Source: an optimization exercise on an open RTL-to-GDS flow (aim: small area, a short achievable clock period and few clock cycles). Production flows keep margins and buffers that such runs may drop. Function was checked by simulation only, so behaviour that the tests miss may differ from the original. The clock port is modelled as an ideal driver, which makes a skipped or thinned clock tree look cheaper than it is; a real chip needs a root buffer or a tree. Power and IR drop assume default switching activity.

== the baseline ==
## Conv
module Conv(
    input clk,
    input rst,
    input in_st,
    input [7:0] din,
    output reg [15:0] dout,
    output reg out_st
);
==> module Conv, before the edit <==
module Conv(
    input clk,
    input rst,
    input in_st,
    input [7:0] din,
    output reg [15:0] dout,
    output reg out_st
);
reg [7:0] pix [0:15];
reg [9:0] upart, vreg, va;
reg [11:0] hpart;
reg [10:0] r_sr [0:9];
wire [12:0] hfull = add12(hpart, {2'b00, vreg});
wire [10:0] hsum = hfull[11:1];
reg [6:0] cnt;
integer i;
function [12:0] add12;
    input [11:0] a;
    input [11:0] b;
    integer i, k;
    reg [3:0] s0, s1;
    reg k0, k1, c, p;
    begin
        c = 1'b0;
        for (k = 0; k < 3; k = k + 1) begin
            k0 = 1'b0;
            k1 = 1'b1;
            for (i = 0; i < 4; i = i + 1) begin
                p = a[4*k+i] ^ b[4*k+i];
                s0[i] = p ^ k0;
                s1[i] = p ^ k1;
                k0 = (a[4*k+i] & b[4*k+i]) | (k0 & p);
                k1 = (a[4*k+i] & b[4*k+i]) | (k1 & p);
            end
            add12[4*k +: 4] = c ? s1 : s0;
            c = c ? k1 : k0;
        end
        add12[12] = c;
    end
endfunction
always @(posedge clk) begin
    pix[0] <= din;
    for (i = 1; i < 16; i = i + 1)
        pix[i] <= pix[i-1];
    upart <= add12({3'b000, pix[7], 1'b0}, {4'b0000, pix[15]});
    vreg <= add12({2'b00, upart}, {4'b0000, pix[0]});
    va <= vreg;
    hpart <= add12({1'b0, vreg, 1'b0}, {2'b00, va});
    r_sr[0] <= hsum;
    for (i = 1; i < 10; i = i + 1)
        r_sr[i] <= r_sr[i-1];
end
wire row5 = (cnt < 7'd31) || (cnt >= 7'd61);
wire s0 = (cnt < 7'd37);
wire s1 = !s0 && (cnt < 7'd43);
wire s2 = (cnt >= 7'd43) && (cnt < 7'd49);
wire s3 = (cnt >= 7'd49) && (cnt < 7'd55);
wire s4 = (cnt >= 7'd55);
wire [10:0] rdel = ({11{s0}} & r_sr[9]) | ({11{s1}} & r_sr[7]) | ({11{s2}} & r_sr[5])
                 | ({11{s3}} & r_sr[3]) | ({11{s4}} & r_sr[1]);
wire [10:0] rsel = row5 ? hsum : rdel;
always @(posedge clk) begin
    dout <= {5'b00000, rsel};
end
always @(posedge clk) begin
    if (rst) begin
        cnt <= 7'd0;
        out_st <= 1'b0;
    end
    else begin
        if (in_st)
            cnt <= 7'd1;
        else if (cnt != 7'd0)
            cnt <= cnt + 7'd1;
        out_st <= (cnt == 7'd30);
    end
end
endmodule
clock: 6.0 ns
lec_check: 0
abc_area: 1
cap_margin: 20
core_margin: 2
core_utilization: 65
setup_slack_margin: 4.0
slew_margin: 20
standard.sh (not shown) runs the stock make flow with config.mk's settings and CLKGATE_MAP_FILE= SYNTH_SCRIPT=/design/flow/synth_recipe.tcl, a recipe that flattens the netlist after the stock synthesis.
==> flow/flow/run.sh <==
#!/bin/bash
# Standard ORFS layout with these changes:
#  - the clock tree is built by flow/mantree.tcl (four root buffers, each
#    driving four leaf buffers) instead of ORFS's CTS;
#  - synthesis leaves adders to ABC instead of mapping them to full-adder cells;
#  - every input and output port gets a buf_2 buffer (instead of the slow
#    delay buffer buffer_ports picks by default); timing repair may resize it.
set -euo pipefail
HERE=$(cd "$(dirname "${BASH_SOURCE[0]}")" && pwd)
export PRE_CTS_TCL=$HERE/pre_cts.tcl
export MT_NX=4 MT_NY=4 MT_NROOT=4 MT_LEAF=sky130_fd_sc_hd__clkbuf_8 MT_ROOT=sky130_fd_sc_hd__clkbuf_8
bash standard.sh finish ADDER_MAP_FILE= \
  "BUFFER_PORTS_ARGS=-buffer_cell sky130_fd_sc_hd__buf_2" > orfs_flow.log 2>&1
Other scripts of this flow, unchanged in this note and not shown: flow/flow/mantree.tcl, flow/flow/pre_cts.tcl
Every stage of the flow completed for the baseline, and the final layout passed the timing, design-rule and antenna checks.
Testbench counts of the baseline, summed over its fixed seeds: cycles 6,264.
Here is what was changed in the inputs of the candidate compared with the baseline.
--- a/flow/design.v
+++ b/flow/design.v
@@ -50,17 +50,18 @@
     r_sr[0] <= hsum;
     for (i = 1; i < 10; i = i + 1)
         r_sr[i] <= r_sr[i-1];
 end
 wire row5 = (cnt < 7'd31) || (cnt >= 7'd61);
-wire s0 = (cnt < 7'd37);
-wire s1 = !s0 && (cnt < 7'd43);
-wire s2 = (cnt >= 7'd43) && (cnt < 7'd49);
-wire s3 = (cnt >= 7'd49) && (cnt < 7'd55);
-wire s4 = (cnt >= 7'd55);
-wire [10:0] rdel = ({11{s0}} & r_sr[9]) | ({11{s1}} & r_sr[7]) | ({11{s2}} & r_sr[5])
-                 | ({11{s3}} & r_sr[3]) | ({11{s4}} & r_sr[1]);
+reg [10:0] rdel;
+always @(*) begin
+    if (cnt < 7'd37)      rdel = r_sr[9];
+    else if (cnt < 7'd43) rdel = r_sr[7];
+    else if (cnt < 7'd49) rdel = r_sr[5];
+    else if (cnt < 7'd55) rdel = r_sr[3];
+    else                  rdel = r_sr[1];
+end
 wire [10:0] rsel = row5 ? hsum : rdel;
 always @(posedge clk) begin
     dout <= {5'b00000, rsel};
 end
 always @(posedge clk) begin
==> comparison <==
Compared to the baseline, the candidate has net switching component of the power 2.2% higher. Post-CTS setup buffer count is higher on the baseline. Stage delay of the slowest cell on the critical path down 0.02 ns in the candidate wrt the baseline. Relative to the baseline, the multi-input combinational cell area of the candidate is higher by about 2%. Routed wire length: the baseline and the candidate compared, lower one is the candidate. Total stage count of the critical path: the baseline vs the candidate identical. Changes observed in the candidate relative to the baseline: wire length of the first global-routing pass lost 2.1%, sequential share of layout area down 0.54 points, simple-gate area share of the yosys netlist down 1.1 points, count of cells along the worst register-to-register path rose 5.
Testbench counts of the candidate, summed over its fixed seeds: cycles 6,264.
In every run of this note, the design's own scripts or RTL, not TritonCTS, make the clock network.

afterwards: timing with drivers on the ports:
The results above use ideal ports. As a check the final layouts listed here were re-extracted and re-timed, cells and wires unchanged.
Step 1 (the two cells are an assumption about what drives the block):
set clk [get_ports {clk}]
set_driving_cell -lib_cell sky130_fd_sc_hd__clkbuf_16 $clk
set_driving_cell -lib_cell sky130_fd_sc_hd__buf_2 [delete_from_list [all_inputs] $clk]
Step 2 also shifts input and output timing later by t, the mid clock arrival at the registers, as if the neighbouring blocks saw the same clock.
Three values: ideal ports, drivers, drivers and shift; two values: the first two.
run	t, ns	setup WS [ns]	worst setup path after step 2	pins driven straight from the clock port
the baseline	0.367	4.023 / 3.966 / 4.060	input to register	4
the candidate	0.369	4.028 / 3.970 / 4.042	input to register	4
After both steps setup and hold are still met in every run listed.
